This design comes from an exercise in tuning for small area and a short achievable clock period on the open sky130 flow, not from production work.
In this exercise RTL edits were held to simulation tests only and were not proved equivalent to the original.
Power and IR drop assume default switching activity.

Design CPU, start of the top module:
module CPU
(
    input  logic        reset,
    input  logic        clk,
    output logic [31:0] pc,         
    input  logic [31:0] instr,      
    output logic [31:0] writedata,  
    output logic [31:0] aluout,     
    output logic        memwrite,   
    input  logic [31:0] readdata    
);
==> flow/config.mk <==
export PLATFORM = sky130hd
export DESIGN_NAME = CPU
export DESIGN_NICKNAME = CPU
export VERILOG_FILES = /design/flow/design.v
export SDC_FILE = /design/flow/constraint.sdc
export NUM_CORES = 4
export LEC_CHECK = 0
export CAP_MARGIN = 20
export CORE_MARGIN = 2
export CORE_UTILIZATION = 50
export CTS_CLUSTER_DIAMETER = 100
export CTS_CLUSTER_SIZE = 20
export PLACE_DENSITY = 0.65
export SLEW_MARGIN = 20
==> flow/constraint.sdc <==
create_clock -name core_clock -period 14.0 [get_ports {clk}]
set_input_delay 2.8000 -clock core_clock [delete_from_list [all_inputs] [get_ports {clk}]]
set_output_delay 2.8000 -clock core_clock [all_outputs]
set_load 0.01 [all_outputs]
standard.sh (not shown) runs the stock make flow with config.mk's settings and CLKGATE_MAP_FILE= SYNTH_SCRIPT=/design/flow/synth_recipe.tcl, a recipe that flattens the netlist after the stock synthesis.
==> flow/flow/run.sh <==
#!/bin/bash
# Standard ORFS layout (the standard.sh: standard synthesis, floorplan,
# placement, CTS, routing) with the resizer's setup repair aimed at a
# larger slack margin, so that it sizes the critical paths for speed, and
# the ports buffered with buf_2 cells.  The clock period and constraints
# are the standard flow's own.
set -euo pipefail
bash standard.sh SETUP_SLACK_MARGIN=10 BUFFER_PORTS_ARGS="-buffer_cell sky130_fd_sc_hd__buf_2" finish > standard.log 2>&1
Then changed:
==> flow/flow/run.sh (replaced) <==
#!/bin/bash
# Standard ORFS layout (the standard.sh: standard synthesis, floorplan,
# placement, CTS, routing) with the resizer's setup repair aimed at a
# larger slack margin, so that it sizes the critical paths for speed.
# The clock period and constraints are the standard flow's own.
set -euo pipefail
bash standard.sh SETUP_SLACK_MARGIN=10 finish > standard.log 2>&1
CORE_UTILIZATION = 40   (was 50)
PLACE_DENSITY = 0.6   (was 0.65)
Total power is lower by 2.2%.
Non-clock buffer count rose by 22.
Via count climbs by 0.75%.
Setup slack improved by 0.090 ns.
Flip-flop and latch count is unchanged.
Area after synthesis does not change.
Maximum frequency rises by 2.0%.
Core utilization went down by 11 points.
Hold slack hardly moves.

========
CPU again, from the RTL that the note above started with.
Design CPU, start of the top module:
module CPU
(
    input  logic        reset,
    input  logic        clk,
    output logic [31:0] pc,         
    input  logic [31:0] instr,      
    output logic [31:0] writedata,  
    output logic [31:0] aluout,     
    output logic        memwrite,   
    input  logic [31:0] readdata    
);
logic [31:0] pcF, pcplus4F;
logic stall_F;
logic regwriteD;
logic [1:0] memtoregD;
logic memwriteD;
logic [2:0] alucontrolD;
logic alusrcD;
logic regdstD;
logic jumpD;
logic [31:0] instrD, pcbranchD, signimmD, pcjumpD;
logic [4:0] rsD, rtD, rdD, writeregD;
logic branchD, equalD, pcsrcD;
logic [31:0] rd1D, rd2D;
logic squashedD;
logic [15:0] instrD_hi, instrD_lo;
assign instrD = {instrD_hi, instrD_lo};
logic kernel_mode;
logic [2:0] int_cause;
logic cause_write;
logic exit_kernel;
logic jump_regD;
logic [31:0] c0D;
logic write_c0D;
logic stall_D;
logic clearD;
logic bubble_next;
logic bypassA, bypassB;
logic regwriteE;
  ...
export LEC_CHECK = 0
export CAP_MARGIN = 20
export CORE_MARGIN = 2
export CORE_UTILIZATION = 45
export CTS_CLUSTER_DIAMETER = 100
export CTS_CLUSTER_SIZE = 20
export PLACE_DENSITY = 0.65
export SLEW_MARGIN = 20
create_clock -name core_clock -period 14.0 [get_ports {clk}]
==> flow/flow/run.sh <==
#!/bin/bash
# Standard ORFS layout (the standard.sh: standard synthesis, floorplan,
# placement, CTS, routing) with the resizer's setup repair aimed at a
# larger slack margin, so that it sizes the critical paths for speed, and
# the ports buffered with buf_2 cells.  The clock period and constraints
# are the standard flow's own.
set -euo pipefail
bash standard.sh SETUP_SLACK_MARGIN=10 BUFFER_PORTS_ARGS="-buffer_cell sky130_fd_sc_hd__buf_2" finish > standard.log 2>&1
The baseline produced a clean layout.
Next try:
--- a/flow/flow/run.sh
+++ b/flow/flow/run.sh
@@ -7,2 +7,2 @@
 set -euo pipefail
-bash standard.sh SETUP_SLACK_MARGIN=10 BUFFER_PORTS_ARGS="-buffer_cell sky130_fd_sc_hd__buf_2" finish > standard.log 2>&1
+bash standard.sh SETUP_SLACK_MARGIN=9.7 BUFFER_PORTS_ARGS="-buffer_cell sky130_fd_sc_hd__buf_2" finish > standard.log 2>&1
--- a/flow/config.mk
+++ b/flow/config.mk
@@ -9,6 +9,6 @@
 export CORE_MARGIN = 2
-export CORE_UTILIZATION = 45
+export CORE_UTILIZATION = 50
 export CTS_CLUSTER_DIAMETER = 100
 export CTS_CLUSTER_SIZE = 20
-export PLACE_DENSITY = 0.65
+export PLACE_DENSITY = 0.6
 export SLEW_MARGIN = 20
Fmax came out lower by 4.7%.
Via count hardly moves.
Sequential share of layout area went up by 0.59 points.
Final area came out lower by 1.2%.
Clock power goes up by about 2%.
Worst hold slack improved by 10 ps.
Clock-buffer cell count increases by 6.
Next try:
--- a/flow/flow/run.sh
+++ b/flow/flow/run.sh
@@ -7,2 +7,2 @@
 set -euo pipefail
-bash standard.sh SETUP_SLACK_MARGIN=9.7 BUFFER_PORTS_ARGS="-buffer_cell sky130_fd_sc_hd__buf_2" finish > standard.log 2>&1
+bash standard.sh SETUP_SLACK_MARGIN=10 BUFFER_PORTS_ARGS="-buffer_cell sky130_fd_sc_hd__buf_2" finish > standard.log 2>&1
What happened: Total power goes down by about 1.4%. Final area goes up by about 1.1%. Setup slack is better by 170 ps. Clock power is about the same. Cell count goes up by 0.57%. Combinational power goes down by about 6%. Routed wire length goes up by 0.36%.
Next try:
--- a/flow/config.mk
+++ b/flow/config.mk
@@ -9,6 +9,6 @@
 export CORE_MARGIN = 2
-export CORE_UTILIZATION = 50
+export CORE_UTILIZATION = 45
 export CTS_CLUSTER_DIAMETER = 100
 export CTS_CLUSTER_SIZE = 20
-export PLACE_DENSITY = 0.6
+export PLACE_DENSITY = 0.7
 export SLEW_MARGIN = 20
Register-to-register slack stays flat. Die area rises by 11%. First-iteration DRC count came out higher by 0.50%. Setup slack degrades by 7.7 ps. Utilization drops by 5.9 points. Count of clock-buffer cells in the layout increases by 6. Total power fell by 2.3%. Area after synthesis is unchanged. Cell area falls by about 0.6%. Critical path depth went up by 1.

==> static timing again, ports no longer ideal <==
No port has a modelled driver above. Below, the same layouts with a new extraction and two added sets of constraints. Step 1 sets driving cells, clkbuf_16 on the clock port and buf_2 on the other inputs (assumed; they add their load-dependent delay and slew). Step 2 also shifts input and output timing later by t, the mid clock arrival at the registers, as if the neighbouring blocks saw the same clock. a / b / c = no drivers / after step 1 / after step 2; a / b = the first two.
run | t (ns) | setup WS [ns] | worst setup path at the end
the first run of note 1 | 0.835 | 9.365 / 9.365 / 9.227 | input to register
the second run of note 1 | 0.853 | 9.455 / 9.455 / 8.729 | input to register
the first run of note 2 | 0.845 | 9.526 / 9.526 / 9.377 | input to register
the second run of note 2 | 0.823 | 9.305 / 9.305 / 8.960 | input to register
the third run of note 2 | 0.835 | 9.474 / 9.474 / 9.131 | input to register
the fourth run of note 2 | 0.837 | 9.466 / 9.466 / 9.168 | input to register
After both steps setup and hold are still met in every run listed. For the second run of note 1, which loses most, drivers alone change the setup slack by 0.000 ns; drivers and shift together by -0.726 ns.
